Background: an optimization exercise with open tools, aiming at small area and a short achievable clock period. Do not read the settings as production practice. Function was checked by simulation only, so behaviour that the tests miss may differ from the original.

## winograd_top
module winograd_top(clk, rst_n, in_valid,
    inp10, inp11, inp12, inp13, inp20, inp21, inp22, inp23,
    inp30, inp31, inp32, inp33, inp40, inp41, inp42, inp43,
    ker10, ker11, ker12, ker20, ker21, ker22, ker30, ker31, ker32,
    out_valid, out10, out11, out20, out21);
Size: about 2300 cells after synthesis, roughly 240 I/O pins.
==> flow/config.mk <==
export PLATFORM = sky130hd
export DESIGN_NAME = winograd_top
export DESIGN_NICKNAME = winograd_top
export VERILOG_FILES = /design/flow/design.v
export SDC_FILE = /design/flow/constraint.sdc
export NUM_CORES = 4
export LEC_CHECK = 0
export CAP_MARGIN = 20
export CORE_MARGIN = 2
export CORE_UTILIZATION = 40
export SLEW_MARGIN = 20
export SYNTH_HIERARCHICAL = 1
==> flow/constraint.sdc <==
create_clock -name core_clock -period 15.5 [get_ports {clk}]
set_input_delay 3.1000 -clock core_clock [delete_from_list [all_inputs] [get_ports {clk}]]
set_output_delay 3.1000 -clock core_clock [all_outputs]
set_load 0.01 [all_outputs]
standard.sh (not shown) runs the stock make flow with config.mk's settings and CLKGATE_MAP_FILE= SYNTH_SCRIPT=/design/flow/synth_recipe.tcl, a recipe that flattens the netlist after the stock synthesis.
==> flow/flow/run.sh <==
#!/bin/bash
# Own layout flow: the standard flow (standard.sh) with two changes:
#  - the port buffers use a small buffer cell (buf_2) instead of the default choice;
#  - timing repair aims for 11.0 ns of setup slack, i.e. it works on every path
#    longer than 4.5 ns (the clock period stays 15.5 ns).
export BUFFER_PORTS_ARGS="-buffer_cell sky130_fd_sc_hd__buf_2"
export SETUP_SLACK_MARGIN=11.0
bash standard.sh > standard.log 2>&1
The baseline finished with timing, DRC and antenna clean.
Then changed:
==> flow/flow/run.sh (replaced) <==
#!/bin/bash
# Own layout flow: the standard flow (standard.sh) with two changes:
#  - the port buffers use a small buffer cell (buf_2) instead of the default choice;
#  - timing repair aims for 10.7 ns of setup slack, i.e. it works on every path
#    longer than 4.8 ns (the clock period stays 15.5 ns).
export BUFFER_PORTS_ARGS="-buffer_cell sky130_fd_sc_hd__buf_2"
export SETUP_SLACK_MARGIN=10.7
bash standard.sh > standard.log 2>&1
Result: Register-to-register slack got worse by 0.24 ns. Non-clock buffer count drops by 30. Utilization decreases by 1.2 points. Clock-buffer cell count goes up by 3. Global-route usage shrinks by 0.26 points.
Then changed:
==> flow/flow/run.sh (replaced) <==
#!/bin/bash
# Own layout flow: the standard flow (standard.sh) with two changes:
#  - the port buffers use a small buffer cell (buf_2) instead of the default choice;
#  - timing repair aims for 11.0 ns of setup slack, i.e. it works on every path
#    longer than 4.5 ns (the clock period stays 15.5 ns).
export BUFFER_PORTS_ARGS="-buffer_cell sky130_fd_sc_hd__buf_2"
export SETUP_SLACK_MARGIN=11.0
bash standard.sh > standard.log 2>&1
Settings changed: CORE_UTILIZATION 40 to 60, CTS_CLUSTER_DIAMETER from default to 100, CTS_CLUSTER_SIZE from default to 25, GPL_TIMING_DRIVEN from default to 1.
Effect:
- The new run produced a clean layout
- worst setup slack gets better by 0.25 ns
- core utilization climbs by 22 points
- design area drops by about 2.5%
- routed wire length drops by about 5.5%
- register-to-register slack gets better by 0.25 ns
- count of clock-buffer cells in the layout drops by 41


winograd_top again, from the RTL that the note above started with.
==> flow/config.mk <==
export PLATFORM = sky130hd
export DESIGN_NAME = winograd_top
export DESIGN_NICKNAME = winograd_top
export VERILOG_FILES = /design/flow/design.v
export SDC_FILE = /design/flow/constraint.sdc
export NUM_CORES = 4
export LEC_CHECK = 0
export CAP_MARGIN = 20
export CORE_MARGIN = 2
export CORE_UTILIZATION = 60
export CTS_CLUSTER_DIAMETER = 100
export CTS_CLUSTER_SIZE = 25
export SLEW_MARGIN = 20
export SYNTH_HIERARCHICAL = 1
==> flow/constraint.sdc <==
create_clock -name core_clock -period 15.5 [get_ports {clk}]
set_input_delay 3.1000 -clock core_clock [delete_from_list [all_inputs] [get_ports {clk}]]
set_output_delay 3.1000 -clock core_clock [all_outputs]
set_load 0.01 [all_outputs]
==> flow/flow/run.sh <==
#!/bin/bash
# Own layout flow: the standard flow (standard.sh) with two changes:
#  - the port buffers use a small buffer cell (buf_1) instead of the default choice;
#  - timing repair aims for 11.0 ns of setup slack, i.e. it works on every path
#    longer than 4.5 ns (the clock period stays 15.5 ns).
export BUFFER_PORTS_ARGS="-buffer_cell sky130_fd_sc_hd__buf_1"
export SETUP_SLACK_MARGIN=11.0
bash standard.sh > standard.log 2>&1
The starting point passed the timing, design-rule and antenna checks.
Rerun with:
==> flow/flow/run.sh (replaced) <==
#!/bin/bash
# Own layout flow: the standard flow (standard.sh) unchanged, except that
# the port buffers use a small buffer cell (buf_2) instead of the default choice.
export BUFFER_PORTS_ARGS="-buffer_cell sky130_fd_sc_hd__buf_2"
bash standard.sh > standard.log 2>&1
Settings changed: CORE_UTILIZATION 60 to 40, CTS_CLUSTER_DIAMETER 100 to default, CTS_CLUSTER_SIZE 25 to default.
Outcome:
- design area increases by a few percent
- routed wire length went up by a few percent
- synthesized area is unchanged
- clock skew rises by 0.0047 ns
Rerun with:
==> flow/flow/run.sh (replaced) <==
#!/bin/bash
# Own layout flow: the standard flow (standard.sh) with two changes:
#  - the port buffers use a small buffer cell (buf_2) instead of the default choice;
#  - timing repair aims for 11.0 ns of setup slack, i.e. it works on every path
#    longer than 4.5 ns (the clock period stays 15.5 ns).
export BUFFER_PORTS_ARGS="-buffer_cell sky130_fd_sc_hd__buf_2"
export SETUP_SLACK_MARGIN=11.0
bash standard.sh > standard.log 2>&1
Settings changed: CTS_CLUSTER_DIAMETER from default to 100, CTS_CLUSTER_SIZE from default to 30.
Result:
- final area goes up by 0.36%
- utilization went up by 0.17 points
- cell count fell by 0.40%
- setup slack gains 0.45 ns
- global-route usage stays flat
- first-iteration DRC count went down by 10%
- via count climbs by 0.50%
- clock skew went up by 0.0053 ns
Rerun with:
==> flow/flow/run.sh (replaced) <==
#!/bin/bash
# Own layout flow: the standard flow (standard.sh) with two changes:
#  - the port buffers use a small buffer cell (buf_2) instead of the default choice;
#  - timing repair aims for 11.2 ns of setup slack, i.e. it works on every path
#    longer than 4.3 ns (the clock period stays 15.5 ns).
export BUFFER_PORTS_ARGS="-buffer_cell sky130_fd_sc_hd__buf_2"
export SETUP_SLACK_MARGIN=11.2
bash standard.sh > standard.log 2>&1
Settings changed: CTS_CLUSTER_DIAMETER 100 to default, CTS_CLUSTER_SIZE 30 to default.
Effect:
- die area does not change
- wire length came out lower by 1.8%
- area after synthesis does not change
- first-iteration DRC count came out lower by 6.7%

## separate check: timing with driven ports
Ports are ideal in the flow. The routed layouts listed here were re-timed in OpenROAD. Step 1 assumes that a clkbuf_16 drives the clock port and a buf_2 every other input. Step 2 moves the port delays by t, midway between the first and last clock arrival at a register: inputs arrive t later, outputs are due t later. That takes back most of the time a late clock gives input paths. a / b / c = ideal / step 1 / step 2; a / b = the first two.
run	shift t [ns]	setup WS [ns]	worst setup path after step 2	worst register clock-pin slew, ns	worst data-port slew with drivers (ns)
the first run of note 1	0.641	11.032 / 11.032 / 10.488	input to register	0.07 / 0.07	0.08
the second run of note 1	0.649	10.792 / 10.792 / 10.412	input to register	0.07 / 0.07	0.06
the third run of note 1	0.618	11.041 / 11.041 / 10.514	input to register	0.11 / 0.11	0.05
the first run of note 2	0.609	11.052 / 11.052 / 10.484	input to register	0.11 / 0.11	0.07
the second run of note 2	0.648	10.585 / 10.585 / 10.415	input to register	0.07 / 0.07	0.06
the third run of note 2	0.643	11.037 / 11.037 / 10.500	input to register	0.11 / 0.11	0.09
the fourth run of note 2	0.645	11.121 / 11.121 / 10.574	input to register	0.06 / 0.06	0.11
After both steps every run listed still meets setup and hold. For the first run of note 2, which loses most, drivers alone change the setup slack by 0.000 ns; drivers and shift together by -0.568 ns.
